What follows belongs to an exercise in optimizing a design on an open flow for small area and a short achievable clock period; a production flow would make more cautious choices.
At most, simulation tests tie the RTL to the original design; equivalence was not proved.
Power is estimated from default activity; no workload was simulated.

// gelu_lut_module
module gelu_lut_module (
    input                       clk,
    input                       rst_n,
    input                       in_valid,
    input      signed [15:0]    in_data,
    output reg                  out_valid,
    output reg signed [10:0]    out_data
);
    reg         v1, s1;
    reg  [9:0]  m1;
    wire [5:0]  c;
    wire        bp;
    wire [9:0]  xa = in_data[9:0];
    wire [9:0]  lowor;
    genvar gi;
    generate for (gi = 0; gi < 10; gi = gi + 1) begin : g_or
        assign lowor[gi] = |xa[gi:0];
    end endgenerate
    wire [5:0]  pos_lo = s1 ? 6'd0 : m1[5:0];
    wire [4:0]  hi     = s1 ? 5'd0 : {1'b0, m1[9:6]};
    wire [5:0]  lo     = pos_lo - c;
    wire        b      = s1 ? (|m1[9:1]) : bp;
    always @(posedge clk or negedge rst_n)
        if (!rst_n) begin v1 <= 1'b0; out_valid <= 1'b0; end
        else begin v1 <= in_valid; out_valid <= v1; end
    always @(posedge clk) begin
        s1 <= in_data[10];
        m1 <= xa ^ ({10{in_data[10]}} & {lowor[8:0], 1'b0});
        out_data <= {b ? hi - 5'd1 : hi, lo};
    end
    gelu_c u_c (.a(m1), .y({bp, c}));
endmodule
For scale: ~420 cells after synthesis, about 24 flip-flops, ~31 I/O pins, roughly 2400 um^2 of cells after synthesis.
==> module gelu_lut_module, before the edit <==
module gelu_lut_module (
    input                       clk,
    input                       rst_n,
    input                       in_valid,
    input      signed [15:0]    in_data,
    output reg                  out_valid,
    output reg signed [10:0]    out_data
);
    reg         v1, s1;
    reg  [9:0]  m1;
    wire [5:0]  c;
    wire        bp;
    wire [9:0]  xa = in_data[9:0];
    wire [9:0]  lowor;
    genvar gi;
    generate for (gi = 0; gi < 10; gi = gi + 1) begin : g_or
        assign lowor[gi] = |xa[gi:0];
    end endgenerate
    wire [5:0]  pos_lo = s1 ? 6'd0 : m1[5:0];
    wire [4:0]  hi     = s1 ? 5'd0 : {1'b0, m1[9:6]};
    wire [5:0]  lo     = pos_lo - c;
    wire        b      = s1 ? (|m1[9:1]) : bp;
    always @(posedge clk or negedge rst_n)
        if (!rst_n) begin v1 <= 1'b0; out_valid <= 1'b0; end
        else begin v1 <= in_valid; out_valid <= v1; end
    always @(posedge clk) begin
        s1 <= in_data[10];
        m1 <= xa ^ ({10{in_data[10]}} & {lowor[8:0], 1'b0});
        out_data <= {b ? hi - 5'd1 : hi, lo};
    end
    gelu_c u_c (.a(m1), .y({bp, c}));
endmodule
Settings: LEC_CHECK=0, ABC_AREA=1, CAP_MARGIN=70, CORE_MARGIN=2, CORE_UTILIZATION=40, SLEW_MARGIN=70; clock period 5.0 ns.
standard.sh (not shown) runs the stock make flow with config.mk's settings and CLKGATE_MAP_FILE= SYNTH_SCRIPT=/design/flow/synth_recipe.tcl, a recipe that flattens the netlist after the stock synthesis.
==> flow/flow/run.sh <==
#!/bin/bash
set -euo pipefail
bash standard.sh ADDER_MAP_FILE= \
  "BUFFER_PORTS_ARGS=-buffer_cell sky130_fd_sc_hd__buf_1" \
  "CTS_ARGS=-sink_clustering_enable -repair_clock_nets -dont_use_dummy_load" \
  finish > run_make.log 2>&1
==> next run, changes <==
--- a/flow/design.v
+++ b/flow/design.v
@@ -3,11 +3,11 @@
     input                       clk,
     input                       rst_n,
     input                       in_valid,
     input      signed [15:0]    in_data,
     output reg                  out_valid,
-    output reg signed [10:0]    out_data
+    output     signed [10:0]    out_data
 );
     reg         v1, s1;
     reg  [9:0]  m1;
     wire [5:0]  c;
     wire        bp;
@@ -19,17 +19,20 @@
     end endgenerate
     wire [5:0]  pos_lo = s1 ? 6'd0 : m1[5:0];
     wire [4:0]  hi     = s1 ? 5'd0 : {1'b0, m1[9:6]};
     wire [5:0]  lo     = pos_lo - c;
     wire        b      = s1 ? (|m1[9:1]) : bp;
+    wire [4:0]  y_hi   = b ? hi - 5'd1 : hi;
+    reg  [9:0]  q;
+    assign out_data = {q[9] & q[8], q};
     always @(posedge clk or negedge rst_n)
         if (!rst_n) begin v1 <= 1'b0; out_valid <= 1'b0; end
         else begin v1 <= in_valid; out_valid <= v1; end
     always @(posedge clk) begin
         s1 <= in_data[10];
         m1 <= xa ^ ({10{in_data[10]}} & {lowor[8:0], 1'b0});
-        out_data <= {b ? hi - 5'd1 : hi, lo};
+        q <= {y_hi[3:0], lo};
     end
     gelu_c u_c (.a(m1), .y({bp, c}));
 endmodule
 module gelu_c (input [9:0] a, output [6:0] y);
   wire n18, n19, n20, n21, n22, n23, n24,
Effect: Count of clock-buffer cells in the layout stays the same. Final cell count falls slightly. Routed wire length went up slightly. Worst setup slack loses 180 ps. Design area went down by a few percent. Area after synthesis fell by a few percent. Sequential share of layout area hardly moves. Flip-flop and latch count shrinks by 1. Total power came out lower by a few percent. Clock power goes up by a few percent. Worst hold slack degrades by 8.3 ps. Critical path depth rose by 1. Sequential power drops by a few percent.
No run of this note included a check of the RTL's function; only the layout flow was run.

---

gelu_lut_module, a different RTL version from the one above (not shown whole).
Size in the first run: roughly 400 cells after synthesis, roughly 29 flip-flops, about 31 I/O pins, roughly 2300 µm² of cells after synthesis.
Design gelu_lut_module, start of the top module:
module gelu_lut_module (
    input                       clk,
    input                       rst_n,
    input                       in_valid,
    input      signed [15:0]    in_data,
    output reg                  out_valid,
    output     signed [10:0]    out_data
);
==> module gelu_lut_module, before the edit <==
module gelu_lut_module (
    input                       clk,
    input                       rst_n,
    input                       in_valid,
    input      signed [15:0]    in_data,
    output reg                  out_valid,
    output     signed [10:0]    out_data
);
    reg         v1, s1;
    reg  [9:0]  m1;
    reg  [9:0]  p2;
    reg  [5:0]  c2;
    wire [5:0]  c;
    wire [9:0]  xa = in_data[9:0];
    always @(posedge clk or negedge rst_n)
        if (!rst_n) begin v1 <= 1'b0; out_valid <= 1'b0; end
        else begin v1 <= in_valid; out_valid <= v1; end
    always @(posedge clk) begin
        s1 <= in_data[10];
        m1 <= in_data[10] ? (~xa + 10'd1) : xa;
        p2 <= s1 ? 10'd0 : m1;
        c2 <= c;
    end
    assign out_data = {1'b0, p2} - {5'd0, c2};
    gelu_c u_c (.a(m1), .y(c));
endmodule
Settings: LEC_CHECK=0, ABC_AREA=1, CAP_MARGIN=20, CORE_MARGIN=2, CORE_UTILIZATION=40, SETUP_SLACK_MARGIN=0, SLEW_MARGIN=20; clock period 5.0 ns.
Scripts as last shown in full above: flow/flow/run.sh
Change:
--- a/flow/design.v
+++ b/flow/design.v
@@ -4,26 +4,27 @@
     input                       rst_n,
     input                       in_valid,
     input      signed [15:0]    in_data,
     output reg                  out_valid,
-    output     signed [10:0]    out_data
+    output reg signed [10:0]    out_data
 );
     reg         v1, s1;
     reg  [9:0]  m1;
-    reg  [9:0]  p2;
-    reg  [5:0]  c2;
     wire [5:0]  c;
     wire [9:0]  xa = in_data[9:0];
+    wire [5:0]  pos_lo = s1 ? 6'd0 : m1[5:0];
+    wire [4:0]  pos_hi = s1 ? 5'd0 : {1'b0, m1[9:6]};
+    wire [6:0]  dlo = {1'b0, pos_lo} - {1'b0, c};
+    wire [4:0]  hi_m1 = pos_hi - 5'd1;
+    wire [10:0] y = {dlo[6] ? hi_m1 : pos_hi, dlo[5:0]};
     always @(posedge clk or negedge rst_n)
         if (!rst_n) begin v1 <= 1'b0; out_valid <= 1'b0; end
         else begin v1 <= in_valid; out_valid <= v1; end
     always @(posedge clk) begin
         s1 <= in_data[10];
         m1 <= in_data[10] ? (~xa + 10'd1) : xa;
-        p2 <= s1 ? 10'd0 : m1;
-        c2 <= c;
+        out_data <= y;
     end
-    assign out_data = {1'b0, p2} - {5'd0, c2};
     gelu_c u_c (.a(m1), .y(c));
 endmodule
 module gelu_c (input [9:0] a, output [5:0] y);
   wire n17, n18, n19, n20, n21, n22, n23,
Effect:
- combinational power came out higher by roughly a tenth
- die area came out lower slightly
- clock power came out lower by a quarter to a third
- synthesized area came out lower slightly
- routed wire length came out higher slightly
- global-route usage came out higher by 0.78 points
- sequential share of layout area came out lower by 3.9 points
- core utilization is about the same
- worst hold slack hardly moves
Only the layout flow was run in the first run of this note; the RTL was not checked for function there.

---

== oak ==
Another version of the RTL of gelu_lut_module (not shown whole).
For scale: roughly 410 cells after synthesis, ~29 flip-flops, roughly 2400 µm² of cells after synthesis.
==> flow/design.v (excerpt) <==
module gelu_lut_module (
    input                       clk,
    input                       rst_n,
    input                       in_valid,
    input      signed [15:0]    in_data,
    output reg                  out_valid,
    output     signed [10:0]    out_data
);
    reg         v1, s1;
    reg  [9:0]  m1;
    wire [5:0]  c;
    wire [9:0]  xa = in_data[9:0];
    wire [9:0]  lowor;
    genvar gi;
    generate for (gi = 0; gi < 10; gi = gi + 1) begin : g_or
        assign lowor[gi] = |xa[gi:0];
    end endgenerate
    wire [5:0]  pos_lo = s1 ? 6'd0 : m1[5:0];
    wire [4:0]  hi     = s1 ? 5'd0 : {1'b0, m1[9:6]};
    wire [6:0]  dlo    = {1'b0, pos_lo} - {1'b0, c};
    always @(posedge clk or negedge rst_n)
        if (!rst_n) begin v1 <= 1'b0; out_valid <= 1'b0; end
        else begin v1 <= in_valid; out_valid <= v1; end
    always @(posedge clk) begin
        s1 <= in_data[10];
        m1 <= xa ^ ({10{in_data[10]}} & {lowor[8:0], 1'b0});
    end
    reg  [5:0]  lo2;
    reg         b2;
    reg  [4:0]  hi2, hm2;
    always @(posedge clk) begin
        lo2 <= dlo[5:0];
        b2  <= dlo[6];
        hi2 <= hi;
        hm2 <= hi - 5'd1;
    end
    assign out_data = {b2 ? hm2 : hi2, lo2};
    gelu_c u_c (.a(m1), .y(c));
endmodule
==> module gelu_lut_module, before the edit <==
module gelu_lut_module (
    input                       clk,
    input                       rst_n,
    input                       in_valid,
    input      signed [15:0]    in_data,
    output reg                  out_valid,
    output     signed [10:0]    out_data
);
    reg         v1, s1;
    reg  [9:0]  m1;
    wire [5:0]  c;
    wire [9:0]  xa = in_data[9:0];
    wire [9:0]  lowor;
    genvar gi;
    generate for (gi = 0; gi < 10; gi = gi + 1) begin : g_or
        assign lowor[gi] = |xa[gi:0];
    end endgenerate
    wire [5:0]  pos_lo = s1 ? 6'd0 : m1[5:0];
    wire [4:0]  hi     = s1 ? 5'd0 : {1'b0, m1[9:6]};
    wire [6:0]  dlo    = {1'b0, pos_lo} - {1'b0, c};
    always @(posedge clk or negedge rst_n)
        if (!rst_n) begin v1 <= 1'b0; out_valid <= 1'b0; end
        else begin v1 <= in_valid; out_valid <= v1; end
    always @(posedge clk) begin
        s1 <= in_data[10];
        m1 <= xa ^ ({10{in_data[10]}} & {lowor[8:0], 1'b0});
    end
    reg  [5:0]  lo2;
    reg         b2;
    reg  [4:0]  hi2, hm2;
    always @(posedge clk) begin
        lo2 <= dlo[5:0];
        b2  <= dlo[6];
        hi2 <= hi;
        hm2 <= hi - 5'd1;
    end
    assign out_data = {b2 ? hm2 : hi2, lo2};
    gelu_c u_c (.a(m1), .y(c));
endmodule
export LEC_CHECK = 0
export ABC_AREA = 1
export CAP_MARGIN = 70
export CORE_MARGIN = 2
export CORE_UTILIZATION = 40
export SETUP_SLACK_MARGIN = 2.75
export SLEW_MARGIN = 70
create_clock -name core_clock -period 5.0 [get_ports {clk}]
Scripts as last shown in full above: flow/flow/run.sh
oak completed end to end with timing, DRC and antenna clean.
Here is what was changed in the inputs of pine compared with oak.
--- a/flow/design.v
+++ b/flow/design.v
@@ -5,7 +5,7 @@
     input                       in_valid,
     input      signed [15:0]    in_data,
     output reg                  out_valid,
-    output     signed [10:0]    out_data
+    output reg signed [10:0]    out_data
 );
     reg         v1, s1;
     reg  [9:0]  m1;
@@ -17,25 +17,18 @@
         assign lowor[gi] = |xa[gi:0];
     end endgenerate
     wire [5:0]  pos_lo = s1 ? 6'd0 : m1[5:0];
-    wire [4:0]  hi     = s1 ? 5'd0 : {1'b0, m1[9:6]};
-    wire [6:0]  dlo    = {1'b0, pos_lo} - {1'b0, c};
+    wire [4:0]  pos_hi = s1 ? 5'd0 : {1'b0, m1[9:6]};
+    wire [6:0]  dlo = {1'b0, pos_lo} - {1'b0, c};
+    wire [4:0]  hi_m1 = pos_hi - 5'd1;
+    wire [10:0] y = {dlo[6] ? hi_m1 : pos_hi, dlo[5:0]};
     always @(posedge clk or negedge rst_n)
         if (!rst_n) begin v1 <= 1'b0; out_valid <= 1'b0; end
         else begin v1 <= in_valid; out_valid <= v1; end
     always @(posedge clk) begin
         s1 <= in_data[10];
         m1 <= xa ^ ({10{in_data[10]}} & {lowor[8:0], 1'b0});
+        out_data <= y;
     end
-    reg  [5:0]  lo2;
-    reg         b2;
-    reg  [4:0]  hi2, hm2;
-    always @(posedge clk) begin
-        lo2 <= dlo[5:0];
-        b2  <= dlo[6];
-        hi2 <= hi;
-        hm2 <= hi - 5'd1;
-    end
-    assign out_data = {b2 ? hm2 : hi2, lo2};
     gelu_c u_c (.a(m1), .y(c));
 endmodule
 module gelu_c (input [9:0] a, output [5:0] y);
Results
- pine finished all stages; the layout is clean.
- pine vs oak: filler cell count down
- Looking at signal arrival time at the worst endpoint, pine sits 0.02 ns above oak.
- From oak to pine the numbers moved as follows: routed length on met2 moved up, die span in y moved up.
- pine vs oak — clock distribution area overhead in the final layout dropped 1.2 points.
- Going from oak to pine, distinct cell type count after synthesis grew by more than a quarter.
- | via count | pine vs oak | worse |
- Re quantity of gates resized following cts: pine and oak aren't equal, and the lower value belongs to oak.
No functional check of the RTL was part of pine.

---

gelu_lut_module, a different RTL version from the one above (not shown whole).
Size: ~370 cells after synthesis, about 24 flip-flops, about 31 I/O pins, ~2300 µm² of cells after synthesis.
==> module gelu_lut_module, before the edit <==
module gelu_lut_module (
    input                       clk,
    input                       rst_n,
    input                       in_valid,
    input      signed [15:0]    in_data,
    output reg                  out_valid,
    output reg signed [10:0]    out_data
);
    reg         v1, s1;
    reg  [9:0]  m1;
    wire [5:0]  c;
    wire [9:0]  xa = in_data[9:0];
    always @(posedge clk or negedge rst_n)
        if (!rst_n) begin v1 <= 1'b0; out_valid <= 1'b0; end
        else begin v1 <= in_valid; out_valid <= v1; end
    always @(posedge clk) begin
        s1 <= in_data[10];
        m1 <= in_data[10] ? (~xa + 10'd1) : xa;
        out_data <= (s1 ? 11'd0 : {1'b0, m1}) - {5'd0, c};
    end
    gelu_c u_c (.a(m1), .y(c));
endmodule
make LEC_CHECK=0 ABC_AREA=1 CAP_MARGIN=20 CORE_MARGIN=2 CORE_UTILIZATION=40 SLEW_MARGIN=20 finish   # period 5.0 ns
run.sh (not shown) runs the stock make flow with config.mk's settings and CLKGATE_MAP_FILE= SYNTH_SCRIPT=/design/flow/synth_recipe.tcl, a recipe that flattens the netlist after the stock synthesis.
Stock flow here: none of the scripts above is used.
Change:
--- a/flow/design.v
+++ b/flow/design.v
@@ -8,19 +8,24 @@
     output reg signed [10:0]    out_data
 );
     reg         v1, s1;
     reg  [9:0]  m1;
     wire [5:0]  c;
     wire [9:0]  xa = in_data[9:0];
+    wire [5:0]  pos_lo = s1 ? 6'd0 : m1[5:0];
+    wire [4:0]  pos_hi = s1 ? 5'd0 : {1'b0, m1[9:6]};
+    wire [6:0]  dlo = {1'b0, pos_lo} - {1'b0, c};
+    wire [4:0]  hi_m1 = pos_hi - 5'd1;
+    wire [10:0] y = {dlo[6] ? hi_m1 : pos_hi, dlo[5:0]};
     always @(posedge clk or negedge rst_n)
         if (!rst_n) begin v1 <= 1'b0; out_valid <= 1'b0; end
         else begin v1 <= in_valid; out_valid <= v1; end
     always @(posedge clk) begin
         s1 <= in_data[10];
         m1 <= in_data[10] ? (~xa + 10'd1) : xa;
-        out_data <= (s1 ? 11'd0 : {1'b0, m1}) - {5'd0, c};
+        out_data <= y;
     end
     gelu_c u_c (.a(m1), .y(c));
 endmodule
 module gelu_c (input [9:0] a, output [5:0] y);
   wire n17, n18, n19, n20, n21, n22, n23,
     n24, n25, n26, n27, n28, n29, n30, n31,
Register-to-register slack improved by 190 ps.
Total power fell by 0.82%.
Count of clock-buffer cells in the layout does not change.
Non-clock buffer count is unchanged.
Worst setup slack improved by 190 ps.
Wire length fell by 3.1%.
Cell area fell by 1.0%.
No functional check of the RTL was part of the first run of this note.

[what the ideal ports hide]
No port has a modelled driver above. Below, the same layouts with a new extraction and two added sets of constraints.
Step 1 (the two cells are an assumption about what drives the block):
set clk [get_ports {clk}]
set_driving_cell -lib_cell sky130_fd_sc_hd__clkbuf_16 $clk
set_driving_cell -lib_cell sky130_fd_sc_hd__buf_2 [delete_from_list [all_inputs] $clk]
Step 2, shift: input delay + t, output delay - t, t = (earliest + latest rising clock arrival at the registers) / 2. This alone moves slack from input paths to output paths.
Three values: ideal, step 1, step 2; two values: the first two.
run | shift t [ns] | slack for setup (ns) | worst hold slack (ns) | latest minus earliest clock arrival (ns)
the first run of note 1 | 0.289 | 2.615 / 2.615 / 2.615 | 0.370 / 0.370 / 0.370 | 0.016 / 0.016
the second run of note 1 | 0.292 | 2.435 / 2.435 / 2.435 | 0.361 / 0.361 / 0.361 | 0.009 / 0.010
the first run of note 2 | 0.301 | 2.092 / 2.064 / 2.365 | 0.359 / 0.359 / 0.359 | 0.010 / 0.010
the second run of note 2 | 0.292 | 2.295 / 2.295 / 2.295 | 0.360 / 0.360 / 0.360 | 0.019 / 0.019
oak | 0.294 | 2.859 / 2.847 / 2.695 | 0.364 / 0.364 / 0.364 | 0.017 / 0.017
pine | 0.293 | 2.836 / 2.836 / 2.738 | 0.357 / 0.357 / 0.357 | 0.003 / 0.003
the first run of note 4 | 0.285 | 1.350 / 1.350 / 1.350 | 0.366 / 0.366 / 0.366 | 0.007 / 0.007
the second run of note 4 | 0.291 | 1.538 / 1.538 / 1.538 | 0.356 / 0.356 / 0.356 | 0.009 / 0.010
After both steps setup and hold are still met in every run listed. The setup slack of oak, which loses most, moves by -0.012 ns with the drivers and by -0.164 ns with both steps.
